This design comes from an exercise in tuning for small area and a short achievable clock period on the open sky130 flow, not from production work. Where RTL was checked, it was by simulation tests only, not by an equivalence proof against the original.

==> inputs of trial 94 <==
==> flow/design.v (excerpt) <==
module rms(input clk, input rst, input pushin, input [1:0] cmdin, input signed [31:0] Xin,
           input pullout, output stopout, output [31:0] Xout);
  reg p0;
  reg [1:0] c0;
  reg [31:0] x0;
  always @(posedge clk or posedge rst)
    if (rst) p0 <= 1'b0; else p0 <= pushin;
  always @(posedge clk) begin
    c0 <= cmdin;
    x0 <= Xin;
  end
  reg [71:0] S;
  reg [9:0] N;
  reg clr;
  reg v1;
  wire [31:0] xg = x0 & {32{p0}};
  wire sub = p0 & ~c0[1] & c0[0];
  wire [71:0] Se = S & {72{~clr}};
  wire [9:0] Ne = N & {10{~clr}};
  wire [71:0] T;
  wire w1;
  wire w2;
  wire w3;
  wire w4;
  wire w5;
  wire w6;
  wire w7;
  wire w8;
  wire w9;
  wire w10;
  wire w11;
  wire w12;
  wire w13;
  wire w14;
  wire w15;
  wire w16;
  wire w17;
  wire w18;
  wire w19;
  wire w20;
  wire w21;
  wire w22;
  wire w23;
  wire w24;
  wire w25;
  wire w26;
  wire w27;
  wire w28;
  wire w29;
  wire w30;
  wire w31;
  wire w32;
  wire w33;
  wire w34;
  wire w35;
  wire w36;
  wire w37;
  wire w38;
  wire w39;
  wire w40;
  wire w41;
  wire w42;
  wire w43;
  wire w44;
  wire w45;
  wire w46;
  wire w47;
  ...
==> module rms_fifo, before the edit <==
module rms_fifo(input clk, input rst, input we, input [31:0] wdata_n,
                input pullout, output stopout, output reg [31:0] Xout);
  reg [31:0] mem [0:30];
  reg [4:0] wp, rp;
  reg wl, rl;                  
  reg so;                      
  wire empty = (wp == rp) && (wl == rl);
  wire ld = pullout | so;      
  always @(posedge clk)
    if (we) mem[wp] <= wdata_n;
  always @(posedge clk or posedge rst)
    if (rst) begin
      wp <= 5'd0;
      wl <= 1'b0;
    end else if (we) begin
      if (wp == 5'd30) begin
        wp <= 5'd0;
        wl <= ~wl;
      end else
        wp <= wp + 5'd1;
    end
  always @(posedge clk or posedge rst)
    if (rst) begin
      rp <= 5'd0;
      rl <= 1'b0;
      so <= 1'b1;
    end else if (ld) begin
      so <= empty;
      if (!empty) begin
        if (rp == 5'd30) begin
          rp <= 5'd0;
          rl <= ~rl;
        end else
          rp <= rp + 5'd1;
      end
    end
  always @(posedge clk)
    if (ld) Xout <= ~mem[rp];
  assign stopout = so;
endmodule
Settings: LEC_CHECK=0, ABC_AREA=1, CAP_MARGIN=20, CORE_MARGIN=2, CORE_UTILIZATION=40, SLEW_MARGIN=20; clock period 220.0 ns.
standard.sh (not shown) runs the stock make flow with config.mk's settings and CLKGATE_MAP_FILE= SYNTH_SCRIPT=/design/flow/synth_recipe.tcl, a recipe that flattens the netlist after the stock synthesis.
==> flow/flow/run.sh <==
#!/bin/bash
# Layout flow: the standard flow, except that the final ABC technology
# mapping in synthesis uses an area-oriented script (flow/abc_area_map.script).
# Everything else (synthesis passes, flattening, renaming, floorplan through
# finish) is the standard.sh unchanged.
set -euo pipefail
HERE=$(pwd)
SCRIPT=$HERE/flow/abc_area_map.script
{
  echo "# synth_recipe.tcl, with the final abc call using $SCRIPT"
  echo "proc abc {args} {"
  echo "  set i [lsearch -exact \$args -script]"
  echo "  if {\$i >= 0} { lset args [expr {\$i + 1}] $SCRIPT }"
  echo "  yosys abc {*}\$args"
  echo "}"
  cat synth_recipe.tcl
} > my_synth.tcl
sed "s#SYNTH_SCRIPT=[^ ]*#SYNTH_SCRIPT=$HERE/my_synth.tcl#" standard.sh > my_standard.sh
grep -q "SYNTH_SCRIPT=$HERE/my_synth.tcl" my_standard.sh
bash my_standard.sh synth > synth.log 2>&1
bash my_standard.sh finish > layout.log 2>&1
test -f out/final.def
==> flow/flow/abc_area_map.script <==
strash
dch
amap
topo
stime -c
==> inputs of build 46, as changes to trial 94 <==
--- a/flow/design.v
+++ b/flow/design.v
@@ -1,16 +1,16 @@
 `timescale 1ns / 1ps
 module rms_fifo(input clk, input rst, input we, input [31:0] wdata_n,
                 input pullout, output stopout, output reg [31:0] Xout);
   reg [31:0] mem [0:30];
   reg [4:0] wp, rp;
   reg wl, rl;                  
-  reg so;                      
+  reg hv;                      
   wire empty = (wp == rp) && (wl == rl);
-  wire ld = pullout | so;      
+  wire ld = pullout | ~hv;     
   always @(posedge clk)
     if (we) mem[wp] <= wdata_n;
   always @(posedge clk or posedge rst)
     if (rst) begin
       wp <= 5'd0;
       wl <= 1'b0;
     end else if (we) begin
@@ -20,28 +20,28 @@
       end else
         wp <= wp + 5'd1;
     end
   always @(posedge clk or posedge rst)
     if (rst) begin
       rp <= 5'd0;
       rl <= 1'b0;
-      so <= 1'b1;
+      hv <= 1'b0;
     end else if (ld) begin
-      so <= empty;
+      hv <= ~empty;
       if (!empty) begin
         if (rp == 5'd30) begin
           rp <= 5'd0;
           rl <= ~rl;
         end else
           rp <= rp + 5'd1;
       end
     end
   always @(posedge clk)
     if (ld) Xout <= ~mem[rp];
-  assign stopout = so;
+  assign stopout = ~hv;
 endmodule
 `timescale 1ns / 1ps
 module rms(input clk, input rst, input pushin, input [1:0] cmdin, input signed [31:0] Xin,
            input pullout, output stopout, output [31:0] Xout);
   reg p0;
   reg [1:0] c0;
   reg [31:0] x0;
==> flow/flow/run.sh (replaced) <==
#!/bin/bash
# Layout flow: the standard flow with two changes to synthesis only:
#  - Yosys synth runs with -noabc (no generic ABC pass before full-adder
#    extraction), so the adders written in the RTL are extracted as written;
#  - the final ABC technology mapping uses an area-oriented script
#    (flow/abc_area_map.script).
# Placement buffers the ports with buf_2 cells (BUFFER_PORTS_ARGS).
# CTS runs without dummy loads (CTS_ARGS; same clustering as config.mk).
# Synthesis otherwise is synth_recipe.tcl (-nofsm -noshare, flatten, rename);
# floorplan through finish is the standard.sh unchanged.
set -euo pipefail
HERE=$(pwd)
SCRIPT=$HERE/flow/abc_area_map.script
{
  echo "# synth_recipe.tcl with synth -noabc and the final abc call using $SCRIPT"
  echo "proc abc {args} {"
  echo "  set i [lsearch -exact \$args -script]"
  echo "  if {\$i >= 0} { lset args [expr {\$i + 1}] $SCRIPT }"
  echo "  yosys abc {*}\$args"
  echo "}"
  echo 'proc synth {args} { yosys synth -nofsm -noshare -noabc {*}$args }'
  tail -n +2 synth_recipe.tcl
} > my_synth.tcl
grep -q '^source .*synth.tcl' my_synth.tcl
sed "s#SYNTH_SCRIPT=[^ ]*#SYNTH_SCRIPT=$HERE/my_synth.tcl#" standard.sh > my_standard.sh
grep -q "SYNTH_SCRIPT=$HERE/my_synth.tcl" my_standard.sh
bash my_standard.sh synth > synth.log 2>&1
export BUFFER_PORTS_ARGS="-buffer_cell sky130_fd_sc_hd__buf_2"
export CTS_ARGS="-sink_clustering_enable -repair_clock_nets -sink_clustering_size 18 -sink_clustering_max_diameter 50 -buf_list {sky130_fd_sc_hd__clkbuf_4 sky130_fd_sc_hd__clkbuf_8} -dont_use_dummy_load"
bash my_standard.sh finish > layout.log 2>&1
test -f out/final.def
==> flow/flow/abc_area_map.script (replaced) <==
strash
dc2
dch
amap
topo
stime -c
==> flow/config.mk (replaced) <==
export PLATFORM = sky130hd
export DESIGN_NAME = rms
export DESIGN_NICKNAME = rms
export VERILOG_FILES = /design/flow/design.v
export SDC_FILE = /design/flow/constraint.sdc
export NUM_CORES = 4
export LEC_CHECK = 0
export ABC_AREA = 1
export CAP_MARGIN = 30
export CORE_MARGIN = 2
export CORE_UTILIZATION = 60
export CTS_BUF_LIST = sky130_fd_sc_hd__clkbuf_4 sky130_fd_sc_hd__clkbuf_8
export CTS_CLUSTER_DIAMETER = 50
export CTS_CLUSTER_SIZE = 18
export PLACE_DENSITY = 0.72
export SLEW_MARGIN = 20
==> inputs of build 28, as changes to trial 94 <==
--- a/flow/design.v
+++ b/flow/design.v
@@ -1,16 +1,16 @@
 `timescale 1ns / 1ps
 module rms_fifo(input clk, input rst, input we, input [31:0] wdata_n,
                 input pullout, output stopout, output reg [31:0] Xout);
   reg [31:0] mem [0:30];
   reg [4:0] wp, rp;
   reg wl, rl;                  
-  reg so;                      
+  reg hv;                      
   wire empty = (wp == rp) && (wl == rl);
-  wire ld = pullout | so;      
+  wire ld = pullout | ~hv;     
   always @(posedge clk)
     if (we) mem[wp] <= wdata_n;
   always @(posedge clk or posedge rst)
     if (rst) begin
       wp <= 5'd0;
       wl <= 1'b0;
     end else if (we) begin
@@ -20,28 +20,28 @@
       end else
         wp <= wp + 5'd1;
     end
   always @(posedge clk or posedge rst)
     if (rst) begin
       rp <= 5'd0;
       rl <= 1'b0;
-      so <= 1'b1;
+      hv <= 1'b0;
     end else if (ld) begin
-      so <= empty;
+      hv <= ~empty;
       if (!empty) begin
         if (rp == 5'd30) begin
           rp <= 5'd0;
           rl <= ~rl;
         end else
           rp <= rp + 5'd1;
       end
     end
   always @(posedge clk)
     if (ld) Xout <= ~mem[rp];
-  assign stopout = so;
+  assign stopout = ~hv;
 endmodule
 `timescale 1ns / 1ps
 module rms(input clk, input rst, input pushin, input [1:0] cmdin, input signed [31:0] Xin,
            input pullout, output stopout, output [31:0] Xout);
   reg p0;
   reg [1:0] c0;
   reg [31:0] x0;
@@ -11276,17 +11276,28 @@
     if (rst) begin
       clr <= 1'b1;
       v1 <= 1'b0;
     end else begin
       clr <= p0 & c0[1] & c0[0];
       v1 <= p0 & c0[1];
     end
+  wire [9:0] nd = {{9{sub}}, p0};
+  wire [10:0] nc;
+  wire [9:0] Nn;
+  assign nc[0] = 1'b0;
+  genvar k;
+  generate
+    for (k = 0; k < 10; k = k + 1) begin : g_n
+      assign Nn[k] = Ne[k] ^ nd[k] ^ nc[k];
+      assign nc[k + 1] = (Ne[k] & nd[k]) | (nc[k] & (Ne[k] ^ nd[k]));
+    end
+  endgenerate
   always @(posedge clk) begin
     S <= T;
-    N <= Ne + {{9{sub}}, p0};
+    N <= Nn;
   end
   reg p2_S_59;
   reg p2_w1729;
   reg p2_w1992;
   reg p2_w1730;
   reg p2_w1993;
   reg p2_w1731;
==> flow/flow/run.sh (replaced) <==
#!/bin/bash
# Layout flow: the standard flow with three changes to synthesis:
#  - Yosys synth runs with -noabc (no generic ABC pass before full-adder
#    extraction), so the adders written in the RTL are extracted as written;
#  - only full adders are extracted (extract_fa -fa), no half adders;
#  - the final ABC technology mapping uses an area-oriented script
#    (flow/abc_area_map.script).
# Placement buffers the ports with buf_2 cells (BUFFER_PORTS_ARGS).
# CTS runs without dummy loads (CTS_ARGS; same clustering as config.mk).
# Synthesis otherwise is synth_recipe.tcl (-nofsm -noshare, flatten, rename);
# floorplan through finish is the standard.sh unchanged.
set -euo pipefail
HERE=$(pwd)
SCRIPT=$HERE/flow/abc_area_map.script
{
  echo "# synth_recipe.tcl with synth -noabc and the final abc call using $SCRIPT"
  echo "proc abc {args} {"
  echo "  set i [lsearch -exact \$args -script]"
  echo "  if {\$i >= 0} { lset args [expr {\$i + 1}] $SCRIPT }"
  echo "  yosys abc {*}\$args"
  echo "}"
  echo 'proc synth {args} { yosys synth -nofsm -noshare -noabc {*}$args }'
  echo 'proc extract_fa {args} { yosys extract_fa -fa }'
  tail -n +2 synth_recipe.tcl
} > my_synth.tcl
grep -q '^source .*synth.tcl' my_synth.tcl
sed "s#SYNTH_SCRIPT=[^ ]*#SYNTH_SCRIPT=$HERE/my_synth.tcl#" standard.sh > my_standard.sh
grep -q "SYNTH_SCRIPT=$HERE/my_synth.tcl" my_standard.sh
bash my_standard.sh synth > synth.log 2>&1
export BUFFER_PORTS_ARGS="-buffer_cell sky130_fd_sc_hd__buf_2"
export CTS_ARGS="-sink_clustering_enable -repair_clock_nets -sink_clustering_size 20 -sink_clustering_max_diameter 45 -buf_list {sky130_fd_sc_hd__clkbuf_4 sky130_fd_sc_hd__clkbuf_8} -dont_use_dummy_load"
bash my_standard.sh finish > layout.log 2>&1
test -f out/final.def
==> flow/flow/abc_area_map.script (replaced) <==
strash
dc2
dch
amap
topo
stime -c
==> flow/config.mk (replaced) <==
export PLATFORM = sky130hd
export DESIGN_NAME = rms
export DESIGN_NICKNAME = rms
export VERILOG_FILES = /design/flow/design.v
export SDC_FILE = /design/flow/constraint.sdc
export NUM_CORES = 4
export LEC_CHECK = 0
export ABC_AREA = 1
export CAP_MARGIN = 30
export CORE_MARGIN = 2
export CORE_UTILIZATION = 70
export CTS_BUF_LIST = sky130_fd_sc_hd__clkbuf_4 sky130_fd_sc_hd__clkbuf_8
export CTS_CLUSTER_DIAMETER = 45
export CTS_CLUSTER_SIZE = 20
export PLACE_DENSITY = 0.8
export SLEW_MARGIN = 20
==> inputs of build 11, as changes to trial 94 <==
--- a/flow/design.v
+++ b/flow/design.v
@@ -1,16 +1,16 @@
 `timescale 1ns / 1ps
 module rms_fifo(input clk, input rst, input we, input [31:0] wdata_n,
                 input pullout, output stopout, output reg [31:0] Xout);
   reg [31:0] mem [0:30];
   reg [4:0] wp, rp;
   reg wl, rl;                  
-  reg so;                      
+  reg hv;                      
   wire empty = (wp == rp) && (wl == rl);
-  wire ld = pullout | so;      
+  wire ld = pullout | ~hv;     
   always @(posedge clk)
     if (we) mem[wp] <= wdata_n;
   always @(posedge clk or posedge rst)
     if (rst) begin
       wp <= 5'd0;
       wl <= 1'b0;
     end else if (we) begin
@@ -20,28 +20,28 @@
       end else
         wp <= wp + 5'd1;
     end
   always @(posedge clk or posedge rst)
     if (rst) begin
       rp <= 5'd0;
       rl <= 1'b0;
-      so <= 1'b1;
+      hv <= 1'b0;
     end else if (ld) begin
-      so <= empty;
+      hv <= ~empty;
       if (!empty) begin
         if (rp == 5'd30) begin
           rp <= 5'd0;
           rl <= ~rl;
         end else
           rp <= rp + 5'd1;
       end
     end
   always @(posedge clk)
     if (ld) Xout <= ~mem[rp];
-  assign stopout = so;
+  assign stopout = ~hv;
 endmodule
 `timescale 1ns / 1ps
 module rms(input clk, input rst, input pushin, input [1:0] cmdin, input signed [31:0] Xin,
            input pullout, output stopout, output [31:0] Xout);
   reg p0;
   reg [1:0] c0;
   reg [31:0] x0;
==> flow/flow/run.sh (replaced) <==
#!/bin/bash
# Layout flow: the standard flow with two changes to synthesis only:
#  - Yosys synth runs with -noabc (no generic ABC pass before full-adder
#    extraction), so the adders written in the RTL are extracted as written;
#  - the final ABC technology mapping uses an area-oriented script
#    (flow/abc_area_map.script).
# Placement buffers the ports with buf_2 cells (BUFFER_PORTS_ARGS).
# Synthesis otherwise is synth_recipe.tcl (-nofsm -noshare, flatten, rename);
# floorplan through finish is the standard.sh unchanged.
set -euo pipefail
HERE=$(pwd)
SCRIPT=$HERE/flow/abc_area_map.script
{
  echo "# synth_recipe.tcl with synth -noabc and the final abc call using $SCRIPT"
  echo "proc abc {args} {"
  echo "  set i [lsearch -exact \$args -script]"
  echo "  if {\$i >= 0} { lset args [expr {\$i + 1}] $SCRIPT }"
  echo "  yosys abc {*}\$args"
  echo "}"
  echo 'proc synth {args} { yosys synth -nofsm -noshare -noabc {*}$args }'
  tail -n +2 synth_recipe.tcl
} > my_synth.tcl
grep -q '^source .*synth.tcl' my_synth.tcl
sed "s#SYNTH_SCRIPT=[^ ]*#SYNTH_SCRIPT=$HERE/my_synth.tcl#" standard.sh > my_standard.sh
grep -q "SYNTH_SCRIPT=$HERE/my_synth.tcl" my_standard.sh
bash my_standard.sh synth > synth.log 2>&1
export BUFFER_PORTS_ARGS="-buffer_cell sky130_fd_sc_hd__buf_2"
bash my_standard.sh finish > layout.log 2>&1
test -f out/final.def
==> flow/flow/abc_area_map.script (replaced) <==
strash
dc2
dch
amap
topo
stime -c
==> flow/config.mk (replaced) <==
export PLATFORM = sky130hd
export DESIGN_NAME = rms
export DESIGN_NICKNAME = rms
export VERILOG_FILES = /design/flow/design.v
export SDC_FILE = /design/flow/constraint.sdc
export NUM_CORES = 4
export LEC_CHECK = 0
export ABC_AREA = 1
export CAP_MARGIN = 30
export CORE_MARGIN = 2
export CORE_UTILIZATION = 60
export CTS_BUF_LIST = sky130_fd_sc_hd__clkbuf_4 sky130_fd_sc_hd__clkbuf_8
export CTS_CLUSTER_DIAMETER = 50
export CTS_CLUSTER_SIZE = 18
export PLACE_DENSITY = 0.72
export SLEW_MARGIN = 20
==> reports/qor.yml <==
run_status:
  status: "timing/DRC/antenna clean"
global_routing:
  grt_use_total: 0.280
clocking:
  clk_pin_slew_ps: 110
  cts_root_buf: "clkbuf_8"
sta:
  hold_ws_ps: 260
worst_setup_path:
  r2r_cells: 111
  cp_slowest_cell: "edfxtp_1"
cells_and_area:
  antenna_cells: 3
[end of results for build 46]
==> reports/qor.yml <==
run_status:
  status: "timing/DRC/antenna clean"
clocking:
  cts_root_buf: "clkbuf_16"
  clk_pin_slew_ps: 60
cells_and_area:
  antenna_cells: 5
yosys:
  netlist-cell-type-count: 42
sta:
  hold_ws_ps: 274
worst_setup_path:
  r2r_cells: 132
  timing.rr.start: "p7_w1730"
detailed_routing:
  wire_per_inst_um: 21.7
[end of results for trial 94]
==> reports/qor.yml <==
worst_setup_path:
  r2r_cells: 111
  cp_slowest_cell: "edfxtp_1"
clocking:
  cts_root_buf: "clkbuf_8"
  clk_pin_slew_ps: 100
global_routing:
  grt_use_total: 0.281
run_status:
  status: "timing/DRC/antenna clean"
cells_and_area:
  antenna_cells: 4
[end of results for build 11]
==> reports/qor.yml <==
global_routing:
  grt_use_total: 0.338
clocking:
  clk_pin_slew_ps: 110
  cts_root_buf: "clkbuf_8"
worst_setup_path:
  cp_slowest_cell: "dfrtp_1"
  r2r_cells: 120
cells_and_area:
  antenna_cells: 1
run_status:
  status: "timing/DRC/antenna clean"
sta:
  hold_ws_ps: 266
[end of results for build 28]
Function not checked in trial 94: the RTL went through the layout flow alone.

re-timing with driven ports:
The results above use ideal ports. As a check the final layouts listed here were re-extracted and re-timed, cells and wires unchanged. Step 1 assumes that a clkbuf_16 drives the clock port and a buf_2 every other input. Step 2 moves the port delays by t, midway between the first and last clock arrival at a register: inputs arrive t later, outputs are due t later. That takes back most of the time a late clock gives input paths. Slacks: no drivers / after step 1 / after step 2; pairs: no drivers / after step 1.
run	shift t [ns]	setup WS [ns]	worst setup path after step 2	worst register clock-pin slew, ns	pins driven straight from the clock port
trial 94	0.947	174.066 / 173.971 / 174.327	input to register	0.07 / 0.07	1
build 46	0.988	174.461 / 174.376 / 174.818	input to register	0.11 / 0.11	1
build 28	0.986	174.443 / 174.362 / 174.642	input to register	0.12 / 0.12	1
build 11	1.048	174.443 / 174.361 / 174.798	input to register	0.11 / 0.11	1
After both steps setup and hold are still met in every run listed.
